What follows belongs to an exercise in optimizing a design on an open flow for small area; a production flow would make more cautious choices.
Function was checked by simulation only, so behaviour that the tests miss may differ from the original.

## DigitalClock
module DigitalClock(
    input        clk_1k,
    input        rst,
    input        clr_sw_n,
    input        alarm_sw,
    input        stopwatch_sw,
    input        timer_sw,
    input  [8:0] btn,          
    output [7:0] seg_data,
    output [7:0] seg_sel,
    output       lcd_rs,
    output       lcd_rw,
    output       lcd_e,
    output [7:0] lcd_data,
    output       piezo,
    output [7:0] led_1,        
    output [3:0] led_r,        
    output [3:0] led_g,        
    output [3:0] led_b         
);
    wire [8:0] btn_t;
    oneshot_universal #(.WIDTH(9)) u_btn_oneshot (
        .clk      (clk_1k),
        .rst      (rst),
        .btn      (btn),
        .btn_trig (btn_t)
    );
    wire clr_sw = ~clr_sw_n;
    wire clr_time;
    oneshot_universal #(.WIDTH(1)) u_clr_oneshot (
        .clk      (clk_1k),
        .rst      (rst),
        .btn      (clr_sw),
        .btn_trig (clr_time)
    );
    wire tick_1hz;
  ...
Size: about 12,000 cells after synthesis, ~80,000 µm² of cells after synthesis.
==> module StopwatchController, before the edit <==
module StopwatchController(
    input        clk_1k,
    input        rst,
    input        stopwatch_sw,
    input        btn_start,
    input        btn_lap,
    input        btn_clear,
    input        btn_view,
    output [3:0] cur_m_tens, cur_m_ones,
    output [3:0] cur_s_tens, cur_s_ones,
    output [3:0] cur_cs_tens, cur_cs_ones,
    output [3:0] lap_m_tens, lap_m_ones,
    output [3:0] lap_s_tens, lap_s_ones,
    output [3:0] lap_cs_tens, lap_cs_ones,
    output [3:0] int_m_tens, int_m_ones,
    output [3:0] int_s_tens, int_s_ones,
    output [3:0] int_cs_tens, int_cs_ones,
    output [3:0] best_m_tens, best_m_ones,
    output [3:0] best_s_tens, best_s_ones,
    output [3:0] best_cs_tens, best_cs_ones,
    output [3:0] avg_m_tens, avg_m_ones,
    output [3:0] avg_s_tens, avg_s_ones,
    output [3:0] avg_cs_tens, avg_cs_ones,
    input        tmr_job,
    input [19:0] tmr_a,
    input [16:0] tmr_b,
    output [3:0] tmr_q,
    output [16:0] tmr_r,
    output reg        lap_valid,
    output reg [1:0]  sw_lcd_mode,
    output reg        sw_update_toggle
);
    reg stopwatch_sw_d;
    wire sw_rise = stopwatch_sw & ~stopwatch_sw_d;
    wire clear   = sw_rise | (stopwatch_sw & btn_clear);
    wire active  = ~clear & stopwatch_sw;
    reg running;
    reg [3:0] sub_10ms;
    reg [11:0] banner_cnt;
    wire not_banner = (sw_lcd_mode != 2'b01);
    wire tick = active & running & (sub_10ms == 4'd9);
    wire lap  = active & not_banner & btn_lap;
    reg [21:0] cur;
    reg pend;
    wire [21:0] cur_inc;
    bcd_mmsscc_inc u_inc (.v(cur), .o(cur_inc));
    wire [21:0] cnt = pend ? cur_inc : cur;
    assign {cur_m_tens, cur_m_ones, cur_s_tens, cur_s_ones, cur_cs_tens, cur_cs_ones} =
        {1'b0, cur[21:19], cur[18:15], 1'b0, cur[14:12], cur[11:8], cur[7:4], cur[3:0]};
    reg [21:0] lapr;
    assign {lap_m_tens, lap_m_ones, lap_s_tens, lap_s_ones, lap_cs_tens, lap_cs_ones} =
        {1'b0, lapr[21:19], lapr[18:15], 1'b0, lapr[14:12], lapr[11:8], lapr[7:4], lapr[3:0]};
    reg [31:0] sw_ticks;      
    reg [31:0] int_ticks;     
    reg [31:0] lap_n;         
    reg [31:0] sum_lap_ticks;
    reg [31:0] best_lap_ticks;
    wire sw_wrap  = &sw_ticks;
    wire int_wrap = &int_ticks;
    wire [23:0] best_live, int_live;
    calc_bcd_track u_tb (.clk(clk_1k), .clr(rst | clear | (tick & sw_wrap)), .inc(tick), .set1(1'b0), .v(best_live));
    calc_bcd_track u_ti (.clk(clk_1k), .clr(rst | clear | lap | (tick & int_wrap)), .inc(tick), .set1(lap & tick), .v(int_live));
    reg [23:0] intr, bestr;
    reg [31:0] avgr;    
    assign {int_m_tens, int_m_ones, int_s_tens, int_s_ones, int_cs_tens, int_cs_ones} = intr;
    assign {best_m_tens, best_m_ones, best_s_tens, best_s_ones, best_cs_tens, best_cs_ones} = bestr;
    wire [23:0] avg_bcd;
    calc_bcd32 u_avg (.ticks(avgr), .o(avg_bcd));
    assign {avg_m_tens, avg_m_ones, avg_s_tens, avg_s_ones, avg_cs_tens, avg_cs_ones} = avg_bcd;
    reg        stage_ok;
    reg [31:0] avg_stage;
    wire lap_now  = lap & ~stage_ok;
    wire mode_tmr = tmr_job;
    wire mode_la  = ~tmr_job & ~lap_now;
    wire zero_nxt = rst | clear;
    wire [31:0] sum_new = sum_lap_ticks + sw_ticks + {31'd0, mode_la & tick & ~lap};
    wire [31:0] div_a = mode_tmr ? {12'd0, tmr_a} : (mode_la & zero_nxt) ? 32'd0 : sum_new;
    wire [31:0] div_b = mode_tmr ? {15'd0, tmr_b} : (mode_la & zero_nxt) ? 32'd1 : lap_n;
    wire [31:0] div_q, div_r;
    udiv #(.W(32), .DW(32)) u_div (.a(div_a), .d(div_b), .q(div_q), .r(div_r));
    assign tmr_q = div_q[3:0];
    assign tmr_r = div_r[16:0];
    always @(posedge clk_1k) begin
        stage_ok <= mode_la;
        if (mode_la) avg_stage <= div_q;
    end
    wire best_upd = (lap_n == 32'd1) || (sw_ticks < best_lap_ticks);
    always @(posedge clk_1k) begin
        if (rst) begin
            stopwatch_sw_d <= 0; running <= 0;
            sub_10ms <= 0; cur <= 0; pend <= 0;
            sw_ticks <= 0; int_ticks <= 0;
            lap_n <= 32'd1; sum_lap_ticks <= 0;
            best_lap_ticks <= 32'hFFFF_FFFF;
            lap_valid <= 0; sw_lcd_mode <= 0; sw_update_toggle <= 0;
            banner_cnt <= 0;
            lapr <= 0; intr <= 0; bestr <= 0; avgr <= 0;
        end
        else begin
            stopwatch_sw_d <= stopwatch_sw;
            if (clear) begin
                running <= 0;
                sub_10ms <= 0; cur <= 0; pend <= 0;
                sw_ticks <= 0; int_ticks <= 0;
                lap_n <= 32'd1; sum_lap_ticks <= 0;
                best_lap_ticks <= 32'hFFFF_FFFF;
                lap_valid <= 0;
                lapr <= 0; intr <= 0; bestr <= 0; avgr <= 0;
                if (sw_rise) begin
                    sw_lcd_mode <= 2'b01;
                    banner_cnt <= 0;
                end
                sw_update_toggle <= ~sw_update_toggle;
            end
            else if (!stopwatch_sw) begin
                running <= 0;
                sw_lcd_mode <= 2'b00;
            end
            else begin
                if (sw_lcd_mode == 2'b01) begin
                    if (banner_cnt >= 12'd3000) begin
                        sw_lcd_mode <= 2'b10;
                        sw_update_toggle <= ~sw_update_toggle;
                    end else banner_cnt <= banner_cnt + 12'd1;
                end
                if (not_banner && btn_start) running <= ~running;
                if (not_banner && btn_view) begin
                    if (sw_lcd_mode == 2'b10) sw_lcd_mode <= 2'b11;
                    else if (sw_lcd_mode == 2'b11) sw_lcd_mode <= 2'b10;
                    sw_update_toggle <= ~sw_update_toggle;
                end
                if (running) begin
                    if (sub_10ms == 4'd9) begin
                        sub_10ms <= 0;
                        sw_ticks <= sw_ticks + 32'd1;
                        int_ticks <= int_ticks + 32'd1;
                    end else sub_10ms <= sub_10ms + 4'd1;
                end
                cur <= cnt;
                pend <= tick;
                if (lap) begin
                    lapr <= cnt;
                    int_ticks <= {31'd0, tick};
                    intr <= int_live;
                    lap_valid <= 1;
                    if (best_upd) begin
                        best_lap_ticks <= sw_ticks;
                        bestr <= best_live;
                    end
                    sum_lap_ticks <= sum_new;
                    lap_n <= lap_n + 32'd1;
                    avgr <= stage_ok ? avg_stage : div_q;
                    sw_update_toggle <= ~sw_update_toggle;
                end
            end
        end
    end
endmodule
clock: 500.0 ns
lec_check: 0
abc_area: 1
cap_margin: 20
core_margin: 2
core_utilization: 60
cts_cluster_diameter: 60
cts_cluster_size: 30
gpl_timing_driven: 0
slew_margin: 20
standard.sh (not shown) runs the stock make flow with config.mk's settings and CLKGATE_MAP_FILE= SYNTH_SCRIPT=/design/flow/synth_recipe.tcl, a recipe that flattens the netlist after the stock synthesis.
==> flow/flow/run.sh <==
#!/bin/bash
# Standard ORFS synthesis, then the combinational logic between the (unchanged) registers is
# re-mapped by ABC for area, then the standard ORFS layout continues from that netlist.
set -euo pipefail
W=$(pwd)
YOSYS=${FLOW_HOME}/../tools/install/yosys/bin/yosys
[ -x "$YOSYS" ] || YOSYS=yosys
R=$W/orfs/results/${FLOW_PLATFORM}/DigitalClock/base
LIB=${FLOW_HOME}/platforms/${FLOW_PLATFORM}/lib/sky130_fd_sc_hd__tt_025C_1v80.lib

bash standard.sh synth > $W/synth_std.log 2>&1
cp $R/1_2_yosys.v $W/std_synth.v

DU=$(sed -n '/export DONT_USE_CELLS/,/^$/p' ${FLOW_HOME}/platforms/${FLOW_PLATFORM}/config.mk \
     | grep -o "sky130_fd_sc_hd__[a-z0-9_]*" | sed 's/^/-dont_use /' | tr '\n' ' ')
sed -e "s#@LIB@#$LIB#g" -e "s#@IN@#$W/std_synth.v#" -e "s#@OUT@#$W/resyn.v#" \
    -e "s#@ABC@#$W/flow/area.abc#" -e "s#@DU@#$DU#" -e "s#@TOP@#${FLOW_TOP}#" \
    $W/flow/resyn.ys > $W/resyn_run.ys
# keep the divider's logic (the input cone of the registers it feeds) as the standard
# synthesis made it; re-map the rest
sed -e "s#@LIB@#$LIB#g" -e "s#@IN@#$W/std_synth.v#" -e "s#@JSON@#$W/std_synth.json#" \
    -e "s#@TOP@#${FLOW_TOP}#" $W/flow/resyn1.ys > $W/resyn1_run.ys
$YOSYS -l $W/resyn1.log -s $W/resyn1_run.ys > /dev/null 2>&1
python3 $W/flow/cone.py $W/std_synth.json $W/cone.txt '*avgr*' '*avg_stage*' '*sand_x*' '*sand_q*' > $W/cone.log 2>&1
sed -i "s#@CONE@#$W/cone.txt#" $W/resyn_run.ys
$YOSYS -l $W/resyn.log -s $W/resyn_run.ys > /dev/null 2>&1

cp $W/resyn.v $R/1_2_yosys.v
# clock tree options (ORFS's cts.tcl takes CTS_ARGS in place of its own)
if [ -f $W/flow/cts_args.txt ]; then
  export CTS_ARGS="$(cat $W/flow/cts_args.txt)"
fi
rm -f $R/1_synth.odb $R/1_synth.sdc
bash standard.sh > $W/layout.log 2>&1
Other scripts of this flow, unchanged in this note and not shown: flow/flow/area.abc, flow/flow/cone.py, flow/flow/resyn.ys, flow/flow/resyn1.ys
The first run completed with no timing, DRC or antenna violations.
Edit:
--- a/flow/design.v
+++ b/flow/design.v
@@ -309,15 +309,12 @@
     wire [23:0] best_live, int_live;
     calc_bcd_track u_tb (.clk(clk_1k), .clr(rst | clear | (tick & sw_wrap)), .inc(tick), .set1(1'b0), .v(best_live));
     calc_bcd_track u_ti (.clk(clk_1k), .clr(rst | clear | lap | (tick & int_wrap)), .inc(tick), .set1(lap & tick), .v(int_live));
-    reg [23:0] intr, bestr;
-    reg [31:0] avgr;    
+    reg [23:0] intr, bestr, avgr;
     assign {int_m_tens, int_m_ones, int_s_tens, int_s_ones, int_cs_tens, int_cs_ones} = intr;
     assign {best_m_tens, best_m_ones, best_s_tens, best_s_ones, best_cs_tens, best_cs_ones} = bestr;
-    wire [23:0] avg_bcd;
-    calc_bcd32 u_avg (.ticks(avgr), .o(avg_bcd));
-    assign {avg_m_tens, avg_m_ones, avg_s_tens, avg_s_ones, avg_cs_tens, avg_cs_ones} = avg_bcd;
+    assign {avg_m_tens, avg_m_ones, avg_s_tens, avg_s_ones, avg_cs_tens, avg_cs_ones} = avgr;
     reg        stage_ok;
-    reg [31:0] avg_stage;
+    reg [23:0] avg_stage;
     wire lap_now  = lap & ~stage_ok;
     wire mode_tmr = tmr_job;
     wire mode_la  = ~tmr_job & ~lap_now;
@@ -329,9 +326,11 @@
     udiv #(.W(32), .DW(32)) u_div (.a(div_a), .d(div_b), .q(div_q), .r(div_r));
     assign tmr_q = div_q[3:0];
     assign tmr_r = div_r[16:0];
+    wire [23:0] avg_bcd;
+    calc_bcd32 u_avg (.ticks(div_q), .o(avg_bcd));
     always @(posedge clk_1k) begin
         stage_ok <= mode_la;
-        if (mode_la) avg_stage <= div_q;
+        if (mode_la) avg_stage <= avg_bcd;
     end
     wire best_upd = (lap_n == 32'd1) || (sw_ticks < best_lap_ticks);
     always @(posedge clk_1k) begin
@@ -398,7 +397,7 @@
                     end
                     sum_lap_ticks <= sum_new;
                     lap_n <= lap_n + 32'd1;
-                    avgr <= stage_ok ? avg_stage : div_q;
+                    avgr <= stage_ok ? avg_stage : avg_bcd;
                     sw_update_toggle <= ~sw_update_toggle;
                 end
             end
Result: Fmax shrinks by about 1.8%; final cell count grows by 7.9%; worst setup slack degrades by 3900 ps; routed wire length rose by 9.9%; register-to-register slack is worse by 4600 ps; synthesized cell count rises by 7.7%; clock skew came out higher by 29 ps; final area is higher by 8.5%; sequential share of layout area fell by 2.0 points; core utilization went up by 0.36 points; non-clock buffer count goes up by 18.

[afterwards: timing with drivers on the ports]
The results above use ideal ports. As a check the final layouts listed here were re-extracted and re-timed, cells and wires unchanged.
Step 1 (the two cells are an assumption about what drives the block):
set clk [get_ports {clk_1k}]
set_driving_cell -lib_cell sky130_fd_sc_hd__clkbuf_16 $clk
set_driving_cell -lib_cell sky130_fd_sc_hd__buf_2 [delete_from_list [all_inputs] $clk]
Step 2 also shifts input and output timing later by t, the mid clock arrival at the registers, as if the neighbouring blocks saw the same clock.
Three values: no drivers, after step 1, after step 2; two values: the first two.
run	t (ns)	setup slack, ns	hold WS [ns]
the first run	0.784	292.037 / 292.102 / 291.317	0.388 / 0.388 / 0.388
the second run	0.789	288.121 / 288.174 / 287.385	0.383 / 0.383 / 0.383
After both steps every run listed still meets setup and hold. For the second run, which loses most, drivers alone change the setup slack by +0.053 ns; drivers and shift together by -0.736 ns.
